Source: an optimization exercise on an open RTL-to-GDS flow (aim: small area, a short achievable clock period and few clock cycles). Production flows keep margins and buffers that such runs may drop.
Function was checked by simulation only, so behaviour that the tests miss may differ from the original.
No activity file was given, so power comes from the tool's default toggle rates.

--- flow/run.sh ---
#!/bin/bash
# synth_recipe.tcl (not shown) runs the flow's synth.tcl, then flattens the netlist and writes it again
# the make line also repeats each setting of config.mk as NAME=value (left out here)
make -C /OpenROAD-flow-scripts/flow DESIGN_CONFIG=/design/flow/config.mk WORK_HOME=/design/flow/orfs CLKGATE_MAP_FILE= SYNTH_SCRIPT=/design/flow/synth_recipe.tcl finish
--- flow/config.mk ---
export PLATFORM = sky130hd
export DESIGN_NAME = keccak
export DESIGN_NICKNAME = keccak
export VERILOG_FILES = /design/flow/design.v
export SDC_FILE = /design/flow/constraint.sdc
export NUM_CORES = 4
export LEC_CHECK = 0
export CAP_MARGIN = 40
export CORE_MARGIN = 2
export CORE_UTILIZATION = 20
export PLACE_DENSITY = 0.35
export SLEW_MARGIN = 40
--- flow/constraint.sdc ---
create_clock -name core_clock -period 6.5 [get_ports {clk}]
set_input_delay 1.3000 -clock core_clock [delete_from_list [all_inputs] [get_ports {clk}]]
set_output_delay 1.3000 -clock core_clock [all_outputs]
set_load 0.01 [all_outputs]
--- flow/design.v ---
module padder1(in, byte_num, out);
    input      [31:0] in;
    input      [1:0]  byte_num;
    output reg [31:0] out;
    always @ (*)
      case (byte_num)
        0: out = 32'h1000000;
        1: out = {in[31:24], 24'h010000};
        2: out = {in[31:16], 16'h0100};
        3: out = {in[31:8],   8'h01};
      endcase
endmodule
module padder(clk, reset, in, in_ready, is_last, byte_num, buffer_full, out, out_ready, f_ack);
    input              clk, reset;
    input      [31:0]  in;
    input              in_ready, is_last;
    input      [1:0]   byte_num;
    output             buffer_full;  
    output reg [575:0] out;          
    output             out_ready;    
    input              f_ack;        
    reg                state;       
    reg                done;         
    reg        [17:0]  i;            
    wire       [31:0]  v0;           
    reg        [31:0]  v1;           
    wire               accept,       
                       update;
    assign buffer_full = i[17];
    assign out_ready = buffer_full;
    assign accept = (~ state) & in_ready & (~ buffer_full);  
    assign update = (accept | (state & (~ buffer_full))) & (~ done);  
    always @ (posedge clk)
      if (reset)
        out <= 0;
      else if (update)
        out <= {out[575-32:0], v1};
    always @ (posedge clk)
      if (reset)
        i <= 0;
      else if (f_ack | update)
        i <= {i[16:0], 1'b1} & {18{~ f_ack}};
    always @ (posedge clk)
      if (reset)
        state <= 0;
      else if (is_last)
        state <= 1;
    always @ (posedge clk)
      if (reset)
        done <= 0;
      else if (state & out_ready)
        done <= 1;
    padder1 p0 (in, byte_num, v0);
    always @ (*)
      begin
        if (state)
          begin
            v1 = 0;
            v1[7] = v1[7] | i[16];  
          end
        else if (is_last == 0)
          v1 = in;
        else
          begin
            v1 = v0;
            v1[7] = v1[7] | i[16];
          end
      end
endmodule
module rconst(i, rc);
    input      [23:0] i;
    output reg [63:0] rc;
    always @ (i)
      begin
        rc = 0;
        rc[0] = i[0] | i[4] | i[5] | i[6] | i[7] | i[10] | i[12] | i[13] | i[14] | i[15] | i[20] | i[22];
        rc[1] = i[1] | i[2] | i[4] | i[8] | i[11] | i[12] | i[13] | i[15] | i[16] | i[18] | i[19];
        rc[3] = i[2] | i[4] | i[7] | i[8] | i[9] | i[10] | i[11] | i[12] | i[13] | i[14] | i[18] | i[19] | i[23];
        rc[7] = i[1] | i[2] | i[4] | i[6] | i[8] | i[9] | i[12] | i[13] | i[14] | i[17] | i[20] | i[21];
        rc[15] = i[1] | i[2] | i[3] | i[4] | i[6] | i[7] | i[10] | i[12] | i[14] | i[15] | i[16] | i[18] | i[20] | i[21] | i[23];
        rc[31] = i[3] | i[5] | i[6] | i[10] | i[11] | i[12] | i[19] | i[20] | i[22] | i[23];
        rc[63] = i[2] | i[3] | i[6] | i[7] | i[13] | i[14] | i[15] | i[16] | i[17] | i[19] | i[20] | i[21] | i[23];
      end
endmodule
module round(in, round_const, out);
    input  [1599:0] in;
    input  [63:0]   round_const;
    output [1599:0] out;
    wire   [63:0]   a[4:0][4:0];
    wire   [63:0]   b[4:0];
    wire   [63:0]   c[4:0][4:0], d[4:0][4:0], e[4:0][4:0], f[4:0][4:0], g[4:0][4:0];
    genvar x, y;
    generate
      for(y=0; y<5; y=y+1)
        begin : L0
          for(x=0; x<5; x=x+1)
            begin : L1
              assign a[x][y] = in[1599 - 64*(5*y+x) : 1599 - 64*(5*y+x) - 63];
            end
        end
    endgenerate
    generate
      for(x=0; x<5; x=x+1)
        begin : L2
          assign b[x] = a[x][0] ^ a[x][1] ^ a[x][2] ^ a[x][3] ^ a[x][4];
        end
    endgenerate
    generate
      for(y=0; y<5; y=y+1)
        begin : L3
          for(x=0; x<5; x=x+1)
            begin : L4
              assign c[x][y] = a[x][y] ^ b[(x == 0 ? 4 : x - 1)] ^ {b[(x == 4 ? 0 : x + 1)][62:0], b[(x == 4 ? 0 : x + 1)][63]};
            end
        end
    endgenerate
    assign d[0][0] = c[0][0];
    assign d[1][0] = {c[1][0][62:0], c[1][0][63]};
    assign d[2][0] = {c[2][0][63-62:0], c[2][0][63:63-62+1]};
    assign d[3][0] = {c[3][0][63-28:0], c[3][0][63:63-28+1]};
    assign d[4][0] = {c[4][0][63-27:0], c[4][0][63:63-27+1]};
    assign d[0][1] = {c[0][1][63-36:0], c[0][1][63:63-36+1]};
    assign d[1][1] = {c[1][1][63-44:0], c[1][1][63:63-44+1]};
    assign d[2][1] = {c[2][1][63-6:0], c[2][1][63:63-6+1]};
    assign d[3][1] = {c[3][1][63-55:0], c[3][1][63:63-55+1]};
    assign d[4][1] = {c[4][1][63-20:0], c[4][1][63:63-20+1]};
    assign d[0][2] = {c[0][2][63-3:0], c[0][2][63:63-3+1]};
    assign d[1][2] = {c[1][2][63-10:0], c[1][2][63:63-10+1]};
    assign d[2][2] = {c[2][2][63-43:0], c[2][2][63:63-43+1]};
    assign d[3][2] = {c[3][2][63-25:0], c[3][2][63:63-25+1]};
    assign d[4][2] = {c[4][2][63-39:0], c[4][2][63:63-39+1]};
    assign d[0][3] = {c[0][3][63-41:0], c[0][3][63:63-41+1]};
    assign d[1][3] = {c[1][3][63-45:0], c[1][3][63:63-45+1]};
    assign d[2][3] = {c[2][3][63-15:0], c[2][3][63:63-15+1]};
    assign d[3][3] = {c[3][3][63-21:0], c[3][3][63:63-21+1]};
    assign d[4][3] = {c[4][3][63-8:0], c[4][3][63:63-8+1]};
    assign d[0][4] = {c[0][4][63-18:0], c[0][4][63:63-18+1]};
    assign d[1][4] = {c[1][4][63-2:0], c[1][4][63:63-2+1]};
    assign d[2][4] = {c[2][4][63-61:0], c[2][4][63:63-61+1]};
    assign d[3][4] = {c[3][4][63-56:0], c[3][4][63:63-56+1]};
    assign d[4][4] = {c[4][4][63-14:0], c[4][4][63:63-14+1]};
    assign e[0][0] = d[0][0];
    assign e[0][2] = d[1][0];
    assign e[0][4] = d[2][0];
    assign e[0][1] = d[3][0];
    assign e[0][3] = d[4][0];
    assign e[1][3] = d[0][1];
    assign e[1][0] = d[1][1];
    assign e[1][2] = d[2][1];
    assign e[1][4] = d[3][1];
    assign e[1][1] = d[4][1];
    assign e[2][1] = d[0][2];
    assign e[2][3] = d[1][2];
    assign e[2][0] = d[2][2];
    assign e[2][2] = d[3][2];
    assign e[2][4] = d[4][2];
    assign e[3][4] = d[0][3];
    assign e[3][1] = d[1][3];
    assign e[3][3] = d[2][3];
    assign e[3][0] = d[3][3];
    assign e[3][2] = d[4][3];
    assign e[4][2] = d[0][4];
    assign e[4][4] = d[1][4];
    assign e[4][1] = d[2][4];
    assign e[4][3] = d[3][4];
    assign e[4][0] = d[4][4];
    generate
      for(y=0; y<5; y=y+1)
        begin : L5
          for(x=0; x<5; x=x+1)
            begin : L6
              assign f[x][y] = e[x][y] ^ ((~ e[(x == 4 ? 0 : x + 1)][y]) & e[(x == 3 ? 0 : x == 4 ? 1 : x + 2)][y]);
            end
        end
    endgenerate
    generate
      for(x=0; x<64; x=x+1)
        begin : L60
          if(x==0 || x==1 || x==3 || x==7 || x==15 || x==31 || x==63)
            assign g[0][0][x] = f[0][0][x] ^ round_const[x];
          else
            assign g[0][0][x] = f[0][0][x];
        end
    endgenerate
    generate
      for(y=0; y<5; y=y+1)
        begin : L7
          for(x=0; x<5; x=x+1)
            begin : L8
              if(x!=0 || y!=0)
                assign g[x][y] = f[x][y];
            end
        end
    endgenerate
    generate
      for(y=0; y<5; y=y+1)
        begin : L99
          for(x=0; x<5; x=x+1)
            begin : L100
              assign out[1599 - 64*(5*y+x) : 1599 - 64*(5*y+x) - 63] = g[x][y];
            end
        end
    endgenerate
endmodule
module f_permutation(clk, reset, in, in_ready, ack, out, out_ready);
    input               clk, reset;
    input      [575:0]  in;
    input               in_ready;
    output              ack;
    output reg [1599:0] out;
    output reg          out_ready;
    reg        [22:0]   i;  
    wire       [1599:0] round_in, round_out;
    wire       [63:0]   rc;  
    wire                update;
    wire                accept;
    reg                 calc;  
    assign accept = in_ready & (~ calc);  
    always @ (posedge clk)
      if (reset) i <= 0;
      else       i <= {i[21:0], accept};
    always @ (posedge clk)
      if (reset) calc <= 0;
      else       calc <= (calc & (~ i[22])) | accept;
    assign update = calc | accept;
    assign ack = accept;
    always @ (posedge clk)
      if (reset)
        out_ready <= 0;
      else if (accept)
        out_ready <= 0;
      else if (i[22])  
        out_ready <= 1;
    assign round_in = accept ? {in ^ out[1599:1599-575], out[1599-576:0]} : out;
    rconst
      rconst_ ({i, accept}, rc);
    round
      round_ (round_in, rc, round_out);
    always @ (posedge clk)
      if (reset)
        out <= 0;
      else if (update)
        out <= round_out;
endmodule
module keccak(clk, reset, in, in_ready, is_last, byte_num, buffer_full, out, out_ready);
    input              clk, reset;
    input      [31:0]  in;
    input              in_ready, is_last;
    input      [1:0]   byte_num;
    output             buffer_full;  
    output     [511:0] out;
    output reg         out_ready;
    reg                state;     
    wire       [575:0] padder_out,
                       padder_out_1;  
    wire               padder_out_ready;
    wire               f_ack;
    wire      [1599:0] f_out;
    wire               f_out_ready;
    wire       [511:0] out1;       
    reg        [22:0]  i;          
    genvar w, b;
    assign out1 = f_out[1599:1599-511];
    always @ (posedge clk)
      if (reset)
        i <= 0;
      else
        i <= {i[21:0], state & f_ack};
    always @ (posedge clk)
      if (reset)
        state <= 0;
      else if (is_last)
        state <= 1;
    generate
      for(w=0; w<8; w=w+1)
        begin : L0
          for(b=0; b<8; b=b+1)
            begin : L1
              assign out[(((w)*64 + (b)*8) + 7):((w)*64 + (b)*8)] = out1[(((w)*64 + (7-b)*8) + 7):((w)*64 + (7-b)*8)];
            end
        end
    endgenerate
    generate
      for(w=0; w<9; w=w+1)
        begin : L2
          for(b=0; b<8; b=b+1)
            begin : L3
              assign padder_out[(((w)*64 + (b)*8) + 7):((w)*64 + (b)*8)] = padder_out_1[(((w)*64 + (7-b)*8) + 7):((w)*64 + (7-b)*8)];
            end
        end
    endgenerate
    always @ (posedge clk)
      if (reset)
        out_ready <= 0;
      else if (i[22])
        out_ready <= 1;
    padder
      padder_ (clk, reset, in, in_ready, is_last, byte_num, buffer_full, padder_out_1, padder_out_ready, f_ack);
    f_permutation
      f_permutation_ (clk, reset, padder_out, padder_out_ready, f_ack, f_out, f_out_ready);
endmodule
==> reports/metrics.csv <==
stage;metric;value;unit
status;status;timing/DRC/antenna clean;
power_and_ir_drop;p_leak;83.84;nW
routing;drt_pre_antenna_iters;8;
clock_tree;htreeDepth;5;
sta;finalMaxSlewViolations;0;
synthesis;synth_cells;16900;
global_routing;track_usage;39.32;%
setup_path;arrival;6.84;ns
routing;met1_length;657.6;mm
sta;skew;0.1228;ns
sta;setup_tns;0;ns
synthesis;synth.distinct_cells;56;
synthesis;synth_edf_count;0;
final_layout;postLayoutCoreUtil;24.41;%
global_routing;grt_pass1_vias;128700;
synthesis;yosys.area_share.adder;0;%
sta;fin_crit_sh;89.43;%
global_routing;overflow;0;
floorplanning;pin_count;552;
final_layout;instances_no_fill;29000;
synthesis;synth_compound_area_share;8.749;%
placed_design;place_inst;28140;
floorplanning;die_h;914.8;µm
routing;viasPerCell;5.289;
routing;initialDrtViolationCount;27760;
clock_tree;cts_buffers;336;
synthesis;synth_flop_cell;dfxtp_1;
floorplanning;dieArea;836800;µm²
clock_tree;clk_path_buf_depth;4;
final_layout;fin_nets;17600;
clock_tree;cts_num_sinks;2244;
run;cap_violations;0;
floorplanning;die_w;914.8;µm
global_routing;grt_max_degree;162;
global_routing;antenna_found_initial;337;
routing;via_count;153400;
final_layout;drive_above_1_share;14.25;%
clock_tree;hold_buffers;0;
sta;slew_headroom;22.09;%
clock_tree;cts-root-buf;clkbuf_16;
sta;worstMarginPinSlew;1.169;ns
routing;highest_layer;met5;
synthesis;synth_top_family_by_area;XOR/XNOR gates;
power_and_ir_drop;powerDensity;173.9;nW/µm²
routing;ant_nets;0;
floorplanning;start_util;20.06;%
routing;wirelength;1713;mm
setup_path;criticalPathCategory;flip-flop to flip-flop;
floorplanning;fp-row-count;334;
placed_design;io_buffers;551;
clock_tree;tritoncts;done;
synthesis;synth_mux_area_share;0.01282;%
sta;fin_hold_ws;0.4342;ns
clock_tree;cts.clk_slew.worst_paths;0.06;ns
setup_path;cp.required;7.53;ns
power_and_ir_drop;ir_drop;0.0002031;V
sta;hold_viol;0;
synthesis;seq_area_frac_synth;27.08;%
synthesis;netlist_area;165900;µm²
power_and_ir_drop;finalPower;0.03511;W
synthesis;synth-seq-cells;2244;
final_layout;nFillCells;88710;
clock_tree;cts_setup_buffers;0;
synthesis;yosysWarnings;6;
synthesis;avgSynthCellArea;9.820;µm²
synthesis;synth_fp_nets;16930;
floorplanning;core_area;827000;µm²
final_layout;final_common_cell;nand2_1;
setup_path;cp-start-kind;flip-flop;
hold_path;hp-class;flip-flop to flip-flop;
routing;met2WireLength;655.9;mm
global_routing;grt_pass1_wl;2001;mm
routing;drc;0;
sta;setup_viol;0;
final_layout;area_growth;21.68;%
setup_path;worstPathMaxFanout;21;
routing;wl_per_cell;59.06;µm
synthesis;synth-simple-area-share;14.31;%
placed_design;dp_hpwl;1477;mm
sta;rsz0062_at_grt;false;
synthesis;synth_area_leaders;dfxtp_1 (27%), xnor3_1 (25%), xnor2_1 (8.7%), xor2_1 (8.2%), nand2_1 (5.1%);
placed_design;gp_congestion;1.165;
synthesis;yosys.area_share.xor_xnor;44.73;%
synthesis;synthArstFlopShare;0;%
routing;route.met3.wl;204.7;mm
clock_tree;ctsResizeCount;0;
synthesis;synth_top_area_share;27.08;%
final_layout;final_cell_mix;nand2_1 (2241), dfxtp_1 (2155), nor2_1 (1731), xnor3_1 (1607), xnor2_1 (1580);
sta;clock.fmax;172.0;MHz
setup_path;critPathCaptureType;flip-flop;
synthesis;yosysTopAreaCell;dfxtp_1;
clock_tree;insertion_delay;1.18;ns
sta;post-route-min-period;5.813;ns
==> metal layers <==
layer  up-vias  global-route usage, %
met3      2637                  15.60
met2     12170                  52.25
met1     80460                  47.73
li1      58060                      -
met4        66                  36.84
met5         -                      0
==> synth_stat cells (14+ instances only) <==
| library cell | n |
|---|---|
| buf_1 | 32 |
| buf_2 | 277 |
| a211oi_1 | 904 |
| a311oi_1 | 86 |
| xnor3_1 | 1826 |
| a21oi_1 | 602 |
| nand2b_1 | 153 |
| nor4_1 | 17 |
| a31o_2 | 14 |
| clkbuf_1 | 758 |
| nand2_1 | 2243 |
| nor2b_1 | 256 |
| and3_1 | 14 |
| nor3_1 | 41 |
| nor3b_1 | 14 |
| dfxtp_1 | 2244 |
| nand3b_1 | 102 |
| buf_4 | 530 |
| xnor2_4 | 16 |
| or3_1 | 158 |
| xnor2_1 | 1657 |
| nor2_1 | 1738 |
| a22oi_1 | 22 |
| o211ai_1 | 14 |
| xor2_2 | 50 |
| xor3_1 | 97 |
| xor2_1 | 1545 |
| xor2_4 | 40 |
| a311o_1 | 27 |
| nand3_1 | 680 |
| o21ai_0 | 602 |
| nand4_1 | 17 |
==> worst max-delay path, cell delays in order (launching register included) <==
cell	delay (ns)
dfxtp_4	0.62
buf_12	0.26
nand2b_4	0.39
buf_12	0.34
buf_4	0.30
nor2_1	0.65
buf_4	0.25
xor3_1	0.71
xnor3_1	0.75
nand2_1	0.14
xor2_1	0.63
buf_4	0.28
o21ai_0	0.08
==> state kept, by name, summed over array words and instances (netlist names) <==
register,cells
f_permutation_.out,1600
padder_.out,576
f_permutation_.i,23
i,23
padder_.i,18
f_permutation_.calc,1
out_ready,1
padder_.done,1
padder_.state,1
==> cell families after synthesis <==
group	Yosys count
multiplexers	2
buffers and inverters	1612
flip-flops	2244
XOR/XNOR	5249
AO/OA/AOI/OAI	2304
AND/OR/NAND/NOR	5484
==> cell type report <==
| type | count | area (µm²) | area share [%] |
|---|---|---|---|
| Multi-Input combinational cell | 13040 | 113700 | 56.34 |
| Sequential cell | 2244 | 45050 | 22.32 |
| Timing Repair Buffer | 1943 | 17320 | 8.578 |
| Tap cell | 10920 | 13660 | 6.768 |
| Clock buffer | 486 | 9905 | 4.906 |
| Clock inverter | 130 | 1584 | 0.7847 |
| Antenna cell | 239 | 598.1 | 0.2963 |
| Inverter | 2 | 15.01 | 0.007438 |
==> power breakdown <==
part,total [W],switching (W),internal [W]
clock network,0.0203,0.00896,0.0113
registers,0.0139,0.0000854,0.0138
logic,0.000949,0.000803,0.000146
==> stage by stage <==
stage	setup slack, ns	cell area, µm²
floorplan	3.770	165900
global placement	0.7411	188000
detailed placement	1.193	189500
CTS	1.172	201000
global route	1.235	201300
finish	0.6872	201900
==> final timing paths <==
| path | from | endpoint | slack, ns | depth (start not counted) |
|---|---|---|---|---|
| max reg2reg | padder_.i[17]$_SDFFE_PP0P_ | f_permutation_.out[1516]$_SDFFE_PP0P_ | 0.69 | 12 |
| min reg2reg | i[11]$_SDFF_PP0_ | i[12]$_SDFF_PP0_ | 0.43 | 1 |
| min | i[11]$_SDFF_PP0_ | i[12]$_SDFF_PP0_ | 0.43 | 1 |
| max | padder_.i[17]$_SDFFE_PP0P_ | f_permutation_.out[1516]$_SDFFE_PP0P_ | 0.69 | 12 |
Testbench counts, summed over its fixed seeds: cycles 39,720.

-- re-timing with driven ports --
Ports are ideal in the flow. The routed layout listed here was re-timed in OpenROAD.
Step 1 sets driving cells, clkbuf_16 on the clock port and buf_2 on the other inputs (assumed; they add their load-dependent delay and slew).
Step 2 also shifts input and output timing later by t, the mid clock arrival at the registers, as if the neighbouring blocks saw the same clock.
Three values: ideal ports, drivers, drivers and shift; two values: the first two.
t, ns: 1.287
slack for setup (ns): 0.687 / 0.687 / 0.687
hold WS [ns]: 0.434 / 0.434 / 0.434
worst register clock-pin slew, ns: 0.07 / 0.07
cell pins on the clock port's net: 1
After both steps this run still meets setup and hold. The setup slack of this run moves by 0.000 ns with the drivers and by 0.000 ns with both steps.
